What follows belongs to an exercise in optimizing a design on an open flow for small area; a production flow would make more cautious choices. The RTL was checked by simulation tests, not by an equivalence proof against the original design. Power is estimated from default activity; no workload was simulated.

==> flow/design.v (outline; a module is shown in full before it is edited, if it fits) <==
// module fir_fa: 4 lines
// module fir_ha: 4 lines
// module fir: 881 lines
module fir #(parameter DWIDTH = 16)
(
  input clk,
  input rstn,
  input signed [DWIDTH-1:0] i_data,
  output signed [(2*DWIDTH)-1:0] o_data
);
  // ...
==> flow/flow/run.sh <==
#!/bin/bash
set -euo pipefail
cd "$(dirname "$0")/.."
export CTS_ARGS="-sink_clustering_enable -repair_clock_nets -dont_use_dummy_load -sink_clustering_size 10 -sink_clustering_max_diameter 50 -buf_list {sky130_fd_sc_hd__clkbuf_4}"
export BUFFER_PORTS_ARGS="-buffer_cell sky130_fd_sc_hd__buf_1"
bash standard.sh > flow_make.log 2>&1
==> flow/standard.sh <==
#!/bin/bash
# synth_recipe.tcl (not shown) runs the flow's synth.tcl, then flattens the netlist and writes it again
# the make line also repeats each setting of config.mk as NAME=value (left out here)
make -C /OpenROAD-flow-scripts/flow DESIGN_CONFIG=/design/flow/config.mk WORK_HOME=/design/flow/orfs CLKGATE_MAP_FILE= SYNTH_SCRIPT=/design/flow/synth_recipe.tcl "${@:-finish}"
==> flow/config.mk <==
export PLATFORM = sky130hd
export DESIGN_NAME = fir
export DESIGN_NICKNAME = fir
export VERILOG_FILES = /design/flow/design.v
export SDC_FILE = /design/flow/constraint.sdc
export NUM_CORES = 4
export LEC_CHECK = 0
export CAP_MARGIN = 20
export CORE_MARGIN = 2
export CORE_UTILIZATION = 40
export SLEW_MARGIN = 20
export SYNTH_HIERARCHICAL = 1
export SYNTH_MINIMUM_KEEP_SIZE = 0
==> flow/constraint.sdc <==
create_clock -name core_clock -period 8.0 [get_ports {clk}]
set_input_delay 1.6000 -clock core_clock [delete_from_list [all_inputs] [get_ports {clk}]]
set_output_delay 1.6000 -clock core_clock [all_outputs]
set_load 0.01 [all_outputs]
==> flow_results.xml, run 1 <==
<?xml version="1.0" encoding="UTF-8"?>
<metrics>
  <group name="synthesis">
    <metric name="synthesis.yosys.warnings" unit="">8</metric>
    <metric name="postSynthNetCount" unit="">1614</metric>
    <metric name="post_synth_inst_count" unit="">1244</metric>
    <metric name="synth.avg_cell_area" unit="sq um">15.7</metric>
    <metric name="synth.lib_cells_used.distinct" unit="">29</metric>
    <metric name="netlist_area" unit="sq mm">0.0195</metric>
  </group>
  <group name="detailed_routing">
    <metric name="met2RoutedLength" unit="microns">16400</metric>
    <metric name="ant_nets" unit="">0</metric>
    <metric name="routedWlPerCell" unit="microns">17.4</metric>
    <metric name="routed_wirelength" unit="microns">34600</metric>
  </group>
  <group name="place">
    <metric name="numPlacedInstances" unit="">1909</metric>
    <metric name="post_dp_cell_area" unit="sq mm">0.0205</metric>
  </group>
  <group name="timing">
    <metric name="setup_total_negative_slack" unit="ps">0</metric>
    <metric name="setup_repair_after_global_routing_missed_its_margin" unit="">false</metric>
  </group>
  <group name="grt">
    <metric name="grt_overflow" unit="">0</metric>
    <metric name="grt.busiest_layer" unit="">met2</metric>
    <metric name="grt_start_max_net_pins" unit="">29</metric>
  </group>
  <group name="critical_path">
    <metric name="cp_top_family" unit="">adder cells</metric>
    <metric name="cp_data_arrival_time" unit="ps">8330</metric>
  </group>
  <group name="run_status">
    <metric name="status" unit="">finished clean</metric>
  </group>
  <group name="layout">
    <metric name="final.fill_count" unit="">4371</metric>
    <metric name="finish.net_count" unit="">1729</metric>
  </group>
  <group name="clocking">
    <metric name="max-clock-path-buffers" unit="">3</metric>
    <metric name="tritoncts" unit="">done</metric>
  </group>
  <group name="power_and_ir_drop">
    <metric name="clockNetworkPower" unit="mW">1.23</metric>
  </group>
  <group name="floorplanning">
    <metric name="die_width" unit="microns">225</metric>
  </group>
</metrics>
==> run 2, diff against run 1 <==
--- a/flow/design.v
+++ b/flow/design.v
@@ -15,42 +15,42 @@
   input signed [DWIDTH-1:0] i_data,
   output signed [(2*DWIDTH)-1:0] o_data
 );
 reg [15:0] d [0:26];
 reg [4:0] cnt;       
 reg [31:0] acc;
 integer m;
 always @(posedge clk) begin
-  d[0] <= i_data;
+  d[0] <= ~i_data;
   for (m = 1; m < 27; m = m + 1) d[m] <= d[m-1];
 end
 always @(posedge clk) begin
   if (!rstn)          cnt <= 5'd0;
   else if (cnt != 28) cnt <= cnt + 5'd1;
 end
-reg v14, v15, v17, v19, v21, v23, v25, v27;
+reg n14, n15, n17, n19, n21, n23, n25, n27;
 always @(posedge clk) begin
-  v14 <= rstn && cnt >= 5'd13;
-  v15 <= rstn && cnt >= 5'd14;
-  v17 <= rstn && cnt >= 5'd16;
-  v19 <= rstn && cnt >= 5'd18;
-  v21 <= rstn && cnt >= 5'd20;
-  v23 <= rstn && cnt >= 5'd22;
-  v25 <= rstn && cnt >= 5'd24;
-  v27 <= rstn && cnt >= 5'd26;
+  n14 <= !(rstn && cnt >= 5'd13);
+  n15 <= !(rstn && cnt >= 5'd14);
+  n17 <= !(rstn && cnt >= 5'd16);
+  n19 <= !(rstn && cnt >= 5'd18);
+  n21 <= !(rstn && cnt >= 5'd20);
+  n23 <= !(rstn && cnt >= 5'd22);
+  n25 <= !(rstn && cnt >= 5'd24);
+  n27 <= !(rstn && cnt >= 5'd26);
 end
-wire [15:0] u0 = d[12];
-wire [15:0] u2 = (d[14] & {16{v15}});
-wire [15:0] u4 = (d[16] & {16{v17}});
-wire [15:0] u6 = (d[18] & {16{v19}});
-wire [15:0] u8 = (d[20] & {16{v21}});
-wire [15:0] u10 = (d[22] & {16{v23}});
-wire [15:0] u12 = (d[24] & {16{v25}});
-wire [15:0] u14 = (d[26] & {16{v27}});
+wire [15:0] u0 = ~d[12];
+wire [15:0] u2 = ~(d[14] | {16{n15}});
+wire [15:0] u4 = ~(d[16] | {16{n17}});
+wire [15:0] u6 = ~(d[18] | {16{n19}});
+wire [15:0] u8 = ~(d[20] | {16{n21}});
+wire [15:0] u10 = ~(d[22] | {16{n23}});
+wire [15:0] u12 = ~(d[24] | {16{n25}});
+wire [15:0] u14 = ~(d[26] | {16{n27}});
 wire a_n1 = ~u0[15];
 wire a_n2 = ~u14[15];
 wire a_s3, a_c4;
 fir_ha u_a_s3 (.a(u0[0]), .b(u14[0]), .s(a_s3), .co(a_c4));
 wire a_s5, a_c6;
 fir_fa u_a_s5 (.a(u0[1]), .b(u14[1]), .c(a_c4), .s(a_s5), .co(a_c6));
 wire a_s7, a_c8;
 fir_fa u_a_s7 (.a(u0[2]), .b(u14[2]), .c(a_c6), .s(a_s7), .co(a_c8));
@@ -350,17 +350,17 @@
 reg [19:0] x4;
 reg [20:0] x6;
 always @(posedge clk) begin
   x0 <= {a_c81, a_s88, a_s86, a_s84, a_s82, a_s80, a_s78, a_s76, a_s74, a_s72, a_s70, a_s68, a_s66, a_s64, a_s62, a_s60, a_s58, a_s56, a_s54, a_s52, a_s3};
   x2 <= {a_c152, a_n159, a_s157, a_s155, a_s153, a_s151, a_s149, a_s147, a_s145, a_s143, a_s141, a_s139, a_s137, a_s135, a_s133, a_s131, a_s129, a_s127, a_s125, a_s94, a_s92};
   x4 <= {a_c224, a_n229, a_s227, a_s225, a_s223, a_s221, a_s219, a_s217, a_s215, a_s213, a_s211, a_s209, a_s207, a_s205, a_s203, a_s201, a_s199, a_s197, a_s195, a_s162};
   x6 <= {a_c292, a_n299, a_s297, a_s295, a_s293, a_s291, a_s289, a_s287, a_s285, a_s283, a_s281, a_s279, a_s277, a_s275, a_s273, a_s271, a_s269, a_s267, a_s265, a_s234, a_s232};
 end
-wire [15:0] t7 = d[20] & {16{v21}};
+wire [15:0] t7 = ~(d[20] | {16{n21}});
 wire b_n1 = ~x0[19];
 wire b_n2 = ~x0[0];
 wire b_n3 = ~x0[1];
 wire b_n4 = ~x0[2];
 wire b_n5 = ~x0[3];
 wire b_n6 = ~x0[4];
 wire b_n7 = ~x0[5];
 wire b_n8 = ~x0[6];
@@ -881,11 +881,11 @@
 wire b_z523 = b_s447 ^ b_g504;
 wire b_z524 = b_s449 ^ b_g486;
 wire b_z525 = b_s389 ^ b_g506;
 wire b_z526 = b_s397 ^ b_g492;
 wire b_z527 = b_s403 ^ b_g508;
 wire b_z528 = b_s407 ^ b_g484;
 wire b_z529 = b_s451 ^ b_g510;
 wire [31:0] sum = {b_z529, b_z528, b_z527, b_z526, b_z525, b_z524, b_z523, b_z522, b_z521, b_z520, b_z519, b_z518, b_z517, b_z516, b_z515, b_z514, b_z513, b_z512, b_s435, b_s433, b_s431, b_s429, b_s427, b_s425, b_s423, b_s421, b_s419, b_s417, b_s415, b_s413, b_s411, b_s409};
-always @(posedge clk) acc <= sum & {32{rstn && v14}};
+always @(posedge clk) acc <= sum & {32{rstn && !n14}};
 assign o_data = acc;
 endmodule
==> flow_results.xml, run 2 <==
<?xml version="1.0" encoding="UTF-8"?>
<metrics>
  <group name="critical_path">
    <metric name="path_buf_inv" unit="">2</metric>
    <metric name="setup.worst_path.class" unit="">flip-flop to flip-flop</metric>
    <metric name="worst_path_max_delay_cell" unit="">sky130_fd_sc_hd__dfxtp_1</metric>
    <metric name="worst_path_most_repeated_cell" unit="">sky130_fd_sc_hd__fa_1</metric>
    <metric name="cp_data_arrival_time" unit="ps">8320</metric>
    <metric name="timing.reg2reg.setup_slack" unit="ps">310</metric>
    <metric name="cp-end-kind" unit="">flip-flop</metric>
    <metric name="worst_stage_delay_on_the_critical_path" unit="ps">650</metric>
    <metric name="critical_path_required" unit="ps">8630</metric>
    <metric name="crit_path_max_fanout" unit="">16</metric>
    <metric name="crit_chain" unit="">nor2_1, ha_1, fa_1, fa_1, fa_1, fa_1, fa_1, fa_1, fa_1, fa_1, fa_1, fa_1, fa_1, fa_1, fa_1, fa_1, fa_1, inv_1, ha_1, ha_1, inv_1, ha_1</metric>
    <metric name="cp_top_family" unit="">adder cells</metric>
    <metric name="critical_path.startpoint_type" unit="">flip-flop</metric>
  </group>
  <group name="floorplanning">
    <metric name="floorplan.io_pins" unit="">50</metric>
    <metric name="die_width" unit="microns">225</metric>
    <metric name="num_rows" unit="">80</metric>
    <metric name="die_height" unit="microns">225</metric>
    <metric name="start_util" unit="">0.406</metric>
    <metric name="core-area" unit="sq mm">0.0479</metric>
    <metric name="die_area" unit="sq mm">0.0505</metric>
  </group>
  <group name="place">
    <metric name="finalWeightedCongestion" unit="">0.860</metric>
    <metric name="detailedPlace.worstSlack" unit="ps">343</metric>
    <metric name="post_dp_cell_area" unit="sq mm">0.0204</metric>
    <metric name="dp_hpwl" unit="microns">28300</metric>
    <metric name="numPlacedInstances" unit="">1927</metric>
    <metric name="io_buffers" unit="">49</metric>
  </group>
  <group name="synthesis">
    <metric name="most_used_flip_flop_cell_after_synthesis" unit="">sky130_fd_sc_hd__dfxtp_1</metric>
    <metric name="synthesis.yosys.warnings" unit="">8</metric>
    <metric name="synth_seq_area_share" unit="">0.575</metric>
    <metric name="postSynthNetCount" unit="">1641</metric>
    <metric name="synth.avg_cell_area" unit="sq um">15.3</metric>
    <metric name="ys_top_cells_by_count" unit="">sky130_fd_sc_hd__dfxtp_1 (560), sky130_fd_sc_hd__fa_1 (296), sky130_fd_sc_hd__inv_1 (137)</metric>
    <metric name="synth_area_leader_cell" unit="">sky130_fd_sc_hd__dfxtp_1</metric>
    <metric name="netlist_area" unit="sq mm">0.0195</metric>
    <metric name="synthMostInstantiatedCell" unit="">sky130_fd_sc_hd__dfxtp_1</metric>
    <metric name="postSynthRegisterBits" unit="">560</metric>
    <metric name="synth.lib_cells_used.distinct" unit="">36</metric>
    <metric name="asyncSetResetFlopFracSynth" unit="">0</metric>
    <metric name="synth-edff-count" unit="">0</metric>
    <metric name="synth_top_area_share" unit="">0.575</metric>
    <metric name="post_synth_inst_count" unit="">1271</metric>
    <metric name="top_cells_by_area_synth" unit="">sky130_fd_sc_hd__dfxtp_1 (58%), sky130_fd_sc_hd__fa_1 (30%), sky130_fd_sc_hd__ha_1 (3.6%), sky130_fd_sc_hd__inv_1 (2.6%), sky130_fd_sc_hd__nor2_1 (2.4%)</metric>
  </group>
  <group name="flow_run">
    <metric name="maxCapViolations" unit="">0</metric>
  </group>
  <group name="clocking">
    <metric name="cts_buffers" unit="">68</metric>
    <metric name="hold_buffers" unit="">0</metric>
    <metric name="clkLatencyLatePin" unit="ps">780</metric>
    <metric name="tritoncts" unit="">done</metric>
    <metric name="postCtsSetupBuffers" unit="">0</metric>
    <metric name="clkSlewWorstSetupHoldPaths" unit="ps">100</metric>
    <metric name="max-clock-path-buffers" unit="">3</metric>
    <metric name="h-tree-depth" unit="">3</metric>
    <metric name="ctsResizeCount" unit="">0</metric>
    <metric name="cts_root_buf" unit="">sky130_fd_sc_hd__clkbuf_4</metric>
    <metric name="tritoncts_num_sinks" unit="">560</metric>
  </group>
  <group name="detailed_routing">
    <metric name="ant_nets" unit="">0</metric>
    <metric name="drc_errors_left" unit="">0</metric>
    <metric name="wl_met3" unit="microns">1630</metric>
    <metric name="routed_wirelength" unit="microns">34500</metric>
    <metric name="routedWlPerCell" unit="microns">17.2</metric>
    <metric name="met2RoutedLength" unit="microns">15800</metric>
    <metric name="detailedRoute.firstIterationViolations" unit="">367</metric>
    <metric name="route.detailed.vias_per_inst" unit="">4.33</metric>
    <metric name="dr.pass1.iters" unit="">4</metric>
    <metric name="wl_met1" unit="microns">16100</metric>
    <metric name="num_vias" unit="">8652</metric>
    <metric name="top_signal_layer_used" unit="">met4</metric>
  </group>
  <group name="layout">
    <metric name="fin_cells" unit="">2000</metric>
    <metric name="mostFrequentLayoutCell" unit="">sky130_fd_sc_hd__dfxtp_1</metric>
    <metric name="largest_reg_flops" unit="">432</metric>
    <metric name="max_flop_register" unit="">d</metric>
    <metric name="layout.cell_area.non_filler" unit="sq mm">0.0209</metric>
    <metric name="fraction_of_the_core_area_covered_by_cells_at_the_end_of_the_flow" unit="">0.437</metric>
    <metric name="finish.net_count" unit="">1752</metric>
    <metric name="layout-drive-gt1-share" unit="">0.0739</metric>
    <metric name="final_cell_mix" unit="">sky130_fd_sc_hd__dfxtp_1 (560), sky130_fd_sc_hd__fa_1 (296), sky130_fd_sc_hd__inv_1 (137)</metric>
    <metric name="final.fill_count" unit="">4351</metric>
    <metric name="multi_input_comb_area" unit="sq mm">0.00768</metric>
    <metric name="area_delta_synth_final" unit="%">7.44</metric>
    <metric name="largest_registers" unit="">d x432, acc x32</metric>
    <metric name="reg_area" unit="sq mm">0.0112</metric>
  </group>
  <group name="timing">
    <metric name="setup_repair_after_global_routing_missed_its_margin" unit="">false</metric>
    <metric name="worst_slew_pin_slew" unit="ps">576</metric>
    <metric name="timing.fmax" unit="MHz">130</metric>
    <metric name="finClkSkew" unit="ps">63.7</metric>
    <metric name="layout_worst_path_cycle_share" unit="">0.962</metric>
    <metric name="setup_viol_count_final" unit="">0</metric>
    <metric name="setup_total_negative_slack" unit="ps">0</metric>
    <metric name="finalHoldViolCount" unit="">0</metric>
    <metric name="headroom_to_the_max_slew_limit" unit="">0.616</metric>
    <metric name="layout_min_cycle_time" unit="ps">7690</metric>
    <metric name="slew_violations" unit="">0</metric>
    <metric name="setup_slack" unit="ps">307</metric>
  </group>
  <group name="grt">
    <metric name="grt_pass1_wl" unit="microns">54100</metric>
    <metric name="grt_start_max_net_pins" unit="">25</metric>
    <metric name="grt_overflow" unit="">0</metric>
    <metric name="grt_antenna_before_repair" unit="">2</metric>
    <metric name="grtUsageTotal" unit="">0.147</metric>
    <metric name="grt_pass1_vias" unit="">9596</metric>
  </group>
  <group name="run_status">
    <metric name="status" unit="">finished clean</metric>
  </group>
  <group name="power_and_ir_drop">
    <metric name="worst_ir_drop_vdd" unit="uV">106</metric>
    <metric name="p_per_area" unit="mW/mm^2">235</metric>
    <metric name="total_leakage_power" unit="nW">9.50</metric>
  </group>
  <group name="worst_hold_path">
    <metric name="worstHoldPathType" unit="">flip-flop to flip-flop</metric>
  </group>
</metrics>
==> run 2: changes by cell type after synthesis, moves of 11 or more <==
cell | before | now
sky130_fd_sc_hd__nor2_1 | 20 | 122
sky130_fd_sc_hd__and2_1 | 105 | 7
sky130_fd_sc_hd__inv_1 | 112 | 137
sky130_fd_sc_hd__and3_1 | 25 | 2
sky130_fd_sc_hd__and2_2 | 0 | 17
sky130_fd_sc_hd__nand2_1 | 14 | 3
==> run 2: worst paths after layout <==
| kind | from | depth (start not counted) | to |
|---|---|---|---|
| worst max register to register | n15 | 22 | x2[18] |
| worst max-delay path | n15 | 22 | x2[18] |
| worst min-delay path | d[1][2] | 0 | d[2][2] |
| worst min register to register | d[1][2] | 0 | d[2][2] |
==> run 2: per-layer routing <==
metal | up-vias | track usage
li1 | 4045 | -
met1 | 4354 | 0.197
met2 | 181 | 0.232
met3 | 72 | 0.0370
met4 | 0 | 0.0532
met5 | - | 0
==> run 2: logic make-up after synthesis <==
logic type	count (synthesis)	synth area share
flip-flops	560	0.575
adder cells (fa/ha/maj)	352	0.340
AND/OR/NAND/NOR	169	0.0396
buffers and inverters	152	0.0303
AO/OA/AOI/OAI	26	0.00906
XOR/XNOR	11	0.00494
multiplexers	1	0.000514
==> run 2: power breakdown <==
group	switching (mW)	total, mW	internal (mW)
registers	0.0687	2.99	2.92
clock network	0.808	1.20	0.393
logic	0.382	0.731	0.349
==> run 2: through the flow <==
step | power, mW | hold WS (ps)
3_5_place_dp | 3.80 | 312
2_1_floorplan | 3.59 | 310
3_3_place_gp | 3.77 | 310
5_1_grt | 5.27 | 263
4_1_cts | 5.03 | 269
6_report | 4.92 | 271
==> run 2: Yosys stat by module (local to each module, per instance) <==
module / times used / flip-flops and latches / area [sq um] / cells inside
fir_fa: 296 / 0 / 20.0 / 1
fir: 1 / 560 / 13200 / 949
fir_ha: 26 / 0 / 12.5 / 1
==> run 2: final cells by class <==
class / instances / share of cell area
multi-input combinational: 559 / 0.367
timing repair buffer: 55 / 0.0109
sequential: 560 / 0.536
inverter: 138 / 0.0247
tap: 615 / 0.0368
clock buffer: 68 / 0.0244
antenna: 5 / 0.000598
==> run 2: worst reg2reg max path, stage by stage (launching register included) <==
cell and delay, ps:
sky130_fd_sc_hd__dfxtp_1 650, sky130_fd_sc_hd__nor2_1 110, sky130_fd_sc_hd__ha_1 230, sky130_fd_sc_hd__fa_1 390
sky130_fd_sc_hd__fa_1 390, sky130_fd_sc_hd__fa_1 390, sky130_fd_sc_hd__fa_1 390, sky130_fd_sc_hd__fa_1 390
sky130_fd_sc_hd__fa_1 390, sky130_fd_sc_hd__fa_1 400, sky130_fd_sc_hd__fa_1 390, sky130_fd_sc_hd__fa_1 390
sky130_fd_sc_hd__fa_1 400, sky130_fd_sc_hd__fa_1 400, sky130_fd_sc_hd__fa_1 410, sky130_fd_sc_hd__fa_1 400
sky130_fd_sc_hd__fa_1 390, sky130_fd_sc_hd__fa_1 400, sky130_fd_sc_hd__inv_1 70, sky130_fd_sc_hd__ha_1 150
sky130_fd_sc_hd__ha_1 150, sky130_fd_sc_hd__inv_1 40, sky130_fd_sc_hd__ha_1 260
==> run 3, diff against run 2 <==
==> flow/flow/run.sh (replaced) <==
#!/bin/bash
set -euo pipefail
cd "$(dirname "$0")/.."
export CTS_ARGS="-sink_clustering_enable -repair_clock_nets -dont_use_dummy_load -sink_clustering_size 12 -sink_clustering_max_diameter 45 -buf_list {sky130_fd_sc_hd__clkbuf_4}"
export BUFFER_PORTS_ARGS="-buffer_cell sky130_fd_sc_hd__buf_1"
bash standard.sh > flow_make.log 2>&1
==> flow_results.xml, run 3 <==
<?xml version="1.0" encoding="UTF-8"?>
<metrics>
  <group name="grt">
    <metric name="grt_pass1_vias" unit="">9562</metric>
    <metric name="grt_pass1_wl" unit="microns">53800</metric>
    <metric name="grt_start_max_net_pins" unit="">25</metric>
    <metric name="grt_antenna_before_repair" unit="">2</metric>
    <metric name="grt_overflow" unit="">0</metric>
    <metric name="grtUsageTotal" unit="">0.145</metric>
  </group>
  <group name="synthesis">
    <metric name="synthMostInstantiatedCell" unit="">sky130_fd_sc_hd__dfxtp_1</metric>
    <metric name="synth.avg_cell_area" unit="sq um">15.3</metric>
    <metric name="synth-edff-count" unit="">0</metric>
    <metric name="most_used_flip_flop_cell_after_synthesis" unit="">sky130_fd_sc_hd__dfxtp_1</metric>
    <metric name="synth_top_area_share" unit="">0.575</metric>
    <metric name="synth_area_leader_cell" unit="">sky130_fd_sc_hd__dfxtp_1</metric>
    <metric name="synthesis.yosys.warnings" unit="">8</metric>
    <metric name="postSynthNetCount" unit="">1641</metric>
    <metric name="postSynthRegisterBits" unit="">560</metric>
    <metric name="asyncSetResetFlopFracSynth" unit="">0</metric>
    <metric name="netlist_area" unit="sq mm">0.0195</metric>
    <metric name="ys_top_cells_by_count" unit="">sky130_fd_sc_hd__dfxtp_1 (560), sky130_fd_sc_hd__fa_1 (296), sky130_fd_sc_hd__inv_1 (137)</metric>
    <metric name="synth.lib_cells_used.distinct" unit="">36</metric>
    <metric name="top_cells_by_area_synth" unit="">sky130_fd_sc_hd__dfxtp_1 (58%), sky130_fd_sc_hd__fa_1 (30%), sky130_fd_sc_hd__ha_1 (3.6%), sky130_fd_sc_hd__inv_1 (2.6%), sky130_fd_sc_hd__nor2_1 (2.4%)</metric>
    <metric name="post_synth_inst_count" unit="">1271</metric>
    <metric name="synth_seq_area_share" unit="">0.575</metric>
  </group>
  <group name="power_and_ir_drop">
    <metric name="switching_power" unit="mW">1.23</metric>
    <metric name="comb_power_share" unit="">0.151</metric>
    <metric name="switching_portion_of_total_power" unit="">0.255</metric>
    <metric name="total_leakage_power" unit="nW">9.46</metric>
    <metric name="clock_power_share" unit="">0.231</metric>
    <metric name="seq_power_share" unit="">0.617</metric>
    <metric name="p_int" unit="mW">3.61</metric>
    <metric name="worst_ir_drop_vdd" unit="uV">153</metric>
    <metric name="p_per_area" unit="mW/mm^2">232</metric>
    <metric name="post-layout-total-power" unit="mW">4.84</metric>
  </group>
  <group name="place">
    <metric name="io_buffers" unit="">49</metric>
    <metric name="dp_hpwl" unit="microns">28300</metric>
    <metric name="finalWeightedCongestion" unit="">0.860</metric>
    <metric name="post_dp_cell_area" unit="sq mm">0.0204</metric>
  </group>
  <group name="critical_path">
    <metric name="crit_path_max_fanout" unit="">15</metric>
    <metric name="worstReg2RegEnd" unit="">x4[17]</metric>
    <metric name="critical_path_required" unit="ps">8640</metric>
    <metric name="timing.reg2reg.setup_slack" unit="ps">440</metric>
    <metric name="cp_data_arrival_time" unit="ps">8210</metric>
    <metric name="cp-end-kind" unit="">flip-flop</metric>
    <metric name="critical_path.startpoint_type" unit="">flip-flop</metric>
    <metric name="path_depth_of_the_worst_reg2reg_path" unit="">21</metric>
    <metric name="setup.worst_path.class" unit="">flip-flop to flip-flop</metric>
    <metric name="worst_r2r_startpoint" unit="">n17</metric>
    <metric name="crit_path_start" unit="">n17</metric>
  </group>
  <group name="layout">
    <metric name="mostFrequentLayoutCell" unit="">sky130_fd_sc_hd__dfxtp_1</metric>
    <metric name="finish.net_count" unit="">1743</metric>
    <metric name="final_cell_mix" unit="">sky130_fd_sc_hd__dfxtp_1 (559), sky130_fd_sc_hd__fa_1 (296), sky130_fd_sc_hd__inv_1 (137)</metric>
    <metric name="fraction_of_the_core_area_covered_by_cells_at_the_end_of_the_flow" unit="">0.435</metric>
    <metric name="layout-drive-gt1-share" unit="">0.0686</metric>
    <metric name="area_delta_synth_final" unit="%">7.06</metric>
    <metric name="max_flop_register" unit="">d</metric>
    <metric name="largest_reg_flops" unit="">432</metric>
    <metric name="layout.cell_area.non_filler" unit="sq mm">0.0209</metric>
    <metric name="largest_registers" unit="">d x432, acc x32</metric>
    <metric name="final.fill_count" unit="">4372</metric>
  </group>
  <group name="clocking">
    <metric name="hold_buffers" unit="">0</metric>
    <metric name="postCtsSetupBuffers" unit="">0</metric>
    <metric name="tritoncts" unit="">done</metric>
    <metric name="clkSlewWorstSetupHoldPaths" unit="ps">110</metric>
    <metric name="tritoncts_num_sinks" unit="">560</metric>
    <metric name="cts_buffers" unit="">59</metric>
    <metric name="cts_root_buf" unit="">sky130_fd_sc_hd__clkbuf_4</metric>
    <metric name="clkLatencyLatePin" unit="ps">810</metric>
    <metric name="max-clock-path-buffers" unit="">3</metric>
    <metric name="ctsResizeCount" unit="">0</metric>
    <metric name="h-tree-depth" unit="">2</metric>
  </group>
  <group name="floorplanning">
    <metric name="start_util" unit="">0.406</metric>
    <metric name="num_rows" unit="">80</metric>
    <metric name="die_height" unit="microns">225</metric>
    <metric name="die_width" unit="microns">225</metric>
    <metric name="core-area" unit="sq mm">0.0479</metric>
    <metric name="floorplan.io_pins" unit="">50</metric>
    <metric name="die_area" unit="sq mm">0.0505</metric>
  </group>
  <group name="worst_hold_path">
    <metric name="worstHoldPathType" unit="">flip-flop to flip-flop</metric>
    <metric name="hold-path-cell-count" unit="">0</metric>
    <metric name="hold_path.startpoint" unit="">d[2][0]</metric>
    <metric name="holdPathEnd" unit="">d[3][0]</metric>
  </group>
  <group name="timing">
    <metric name="setup_repair_after_global_routing_missed_its_margin" unit="">false</metric>
    <metric name="timing.fmax" unit="MHz">132</metric>
    <metric name="finClkSkew" unit="ps">87.8</metric>
    <metric name="setup_total_negative_slack" unit="ps">0</metric>
    <metric name="slew_violations" unit="">0</metric>
    <metric name="worst_slew_pin_slew" unit="ps">572</metric>
    <metric name="finalHoldViolCount" unit="">0</metric>
    <metric name="layout_min_cycle_time" unit="ps">7560</metric>
    <metric name="layout_worst_path_cycle_share" unit="">0.946</metric>
    <metric name="setup_viol_count_final" unit="">0</metric>
    <metric name="headroom_to_the_max_slew_limit" unit="">0.619</metric>
  </group>
  <group name="run_status">
    <metric name="status" unit="">finished clean</metric>
  </group>
  <group name="detailed_routing">
    <metric name="route.detailed.vias_per_inst" unit="">4.31</metric>
    <metric name="dr.pass1.iters" unit="">4</metric>
    <metric name="detailedRoute.firstIterationViolations" unit="">336</metric>
    <metric name="ant_nets" unit="">0</metric>
    <metric name="drc_errors_left" unit="">0</metric>
    <metric name="routed_wirelength" unit="microns">34100</metric>
    <metric name="num_vias" unit="">8565</metric>
    <metric name="routedWlPerCell" unit="microns">17.1</metric>
  </group>
  <group name="flow_run">
    <metric name="maxCapViolations" unit="">0</metric>
  </group>
</metrics>
## run 3: worst max-delay path, cell delays in order, from the launching register on
cell	delay, ps
sky130_fd_sc_hd__dfxtp_1	350
sky130_fd_sc_hd__buf_4	220
sky130_fd_sc_hd__nor2_1	90
sky130_fd_sc_hd__fa_1	440
sky130_fd_sc_hd__fa_1	400
sky130_fd_sc_hd__fa_1	400
sky130_fd_sc_hd__fa_1	410
sky130_fd_sc_hd__fa_1	410
sky130_fd_sc_hd__fa_1	420
sky130_fd_sc_hd__fa_1	390
sky130_fd_sc_hd__fa_1	400
sky130_fd_sc_hd__fa_1	400
sky130_fd_sc_hd__fa_1	400
sky130_fd_sc_hd__fa_1	400
sky130_fd_sc_hd__fa_1	400
sky130_fd_sc_hd__fa_1	400
sky130_fd_sc_hd__fa_1	400
sky130_fd_sc_hd__fa_1	580
sky130_fd_sc_hd__inv_1	60
sky130_fd_sc_hd__ha_1	190
sky130_fd_sc_hd__inv_1	50
sky130_fd_sc_hd__ha_1	220
## run 3: area by class of cell
cell class | instances | area (sq um) | share of cell area
antenna | 2 | 5.00 | 0.000240
sequential | 560 | 11200 | 0.538
inverter | 138 | 518 | 0.0248
clock buffer | 59 | 443 | 0.0212
tap | 615 | 769 | 0.0369
multi-input combinational | 559 | 7680 | 0.368
timing repair buffer | 55 | 229 | 0.0110
## run 3: kinds of logic (layout without fill, tap and decap cells)
logic type | Yosys count | in the layout | share of synthesized area
flops | 560 | 560 | 0.575
fa+ha+maj | 352 | 352 | 0.340
simple gates | 169 | 169 | 0.0396
buf+inv | 152 | 252 | 0.0303
compound gates | 26 | 26 | 0.00906
xor+xnor | 11 | 11 | 0.00494
mux | 1 | 1 | 0.000514
other cells | 0 | 2 | 0
## run 3: modules after synthesis, one instance, submodules excluded
module / cell area (sq um) / times used / cells inside / flip-flops and latches
fir: 13200 / 1 / 949 / 560
fir_fa: 20.0 / 296 / 1 / 0
fir_ha: 12.5 / 26 / 1 / 0
## run 3: worst max-delay path by stage
stage | to | slack (ps) | depth (start not counted)
after detailed placement | x2[18] | 340 | 21
after floorplan | x0[19] | 780 | 22
after global routing | x4[17] | 90 | 21
after global placement | x4[15] | 470 | 18
final | x4[17] | 440 | 21
after CTS | x2[15] | 310 | 18
## run 3: power by group through the flow
stage / combinational [mW] / clock (mW) / sequential (mW)
2_1_floorplan: 0.571 / 0 / 3.02
3_3_place_gp: 0.722 / 0 / 3.05
3_5_place_dp: 0.742 / 0 / 3.06
4_1_cts: 0.750 / 1.21 / 2.99
5_1_grt: 0.867 / 1.31 / 3.01
6_report: 0.732 / 1.12 / 2.99
## run 3: routing by layer
metal	share of wire	vias to the layer above	global-route usage
li1	-	4022	-
met1	0.47	4305	0.196
met2	0.46	169	0.233
met3	0.044	67	0.0293
met4	0.030	2	0.0536
met5	0.00023	-	0
## run 3: per-stage QoR
| step | cells | hold WS (ps) | setup slack [ps] |
|---|---|---|---|
| 4_1_cts | 1986 | 302 | 307 |
| 6_report | 1988 | 308 | 436 |
| 2_1_floorplan | 1271 | 310 | 781 |
| 3_5_place_dp | 1927 | 312 | 343 |
| 3_3_place_gp | 1927 | 310 | 467 |
| 5_1_grt | 1987 | 309 | 91.1 |

## static timing again, ports no longer ideal
How much do the figures lean on ideal ports? The routed layouts below were timed once more, with nothing changed but the port constraints. Step 1: set_driving_cell puts a clkbuf_16 on clk and a buf_2 on each other input, an assumption about the parent block. Step 2, shift: input delay + t, output delay - t, t = (earliest + latest rising clock arrival at the registers) / 2. This alone moves slack from input paths to output paths. a / b / c = ideal ports / drivers / drivers and shift; a / b = the first two.
| run | t (ns) | setup slack, ns | latest minus earliest clock arrival (ns) | worst data-port slew with drivers (ns) | cell pins on the clock port's net |
|---|---|---|---|---|---|
| run 1 | 0.792 | 0.357 / 0.357 / 0.357 | 0.104 / 0.104 | 0.03 | 1 |
| run 2 | 0.792 | 0.307 / 0.307 / 0.307 | 0.065 / 0.064 | 0.03 | 1 |
| run 3 | 0.806 | 0.436 / 0.436 / 0.436 | 0.092 / 0.093 | 0.03 | 1 |
After both steps setup and hold are still met in every run listed.
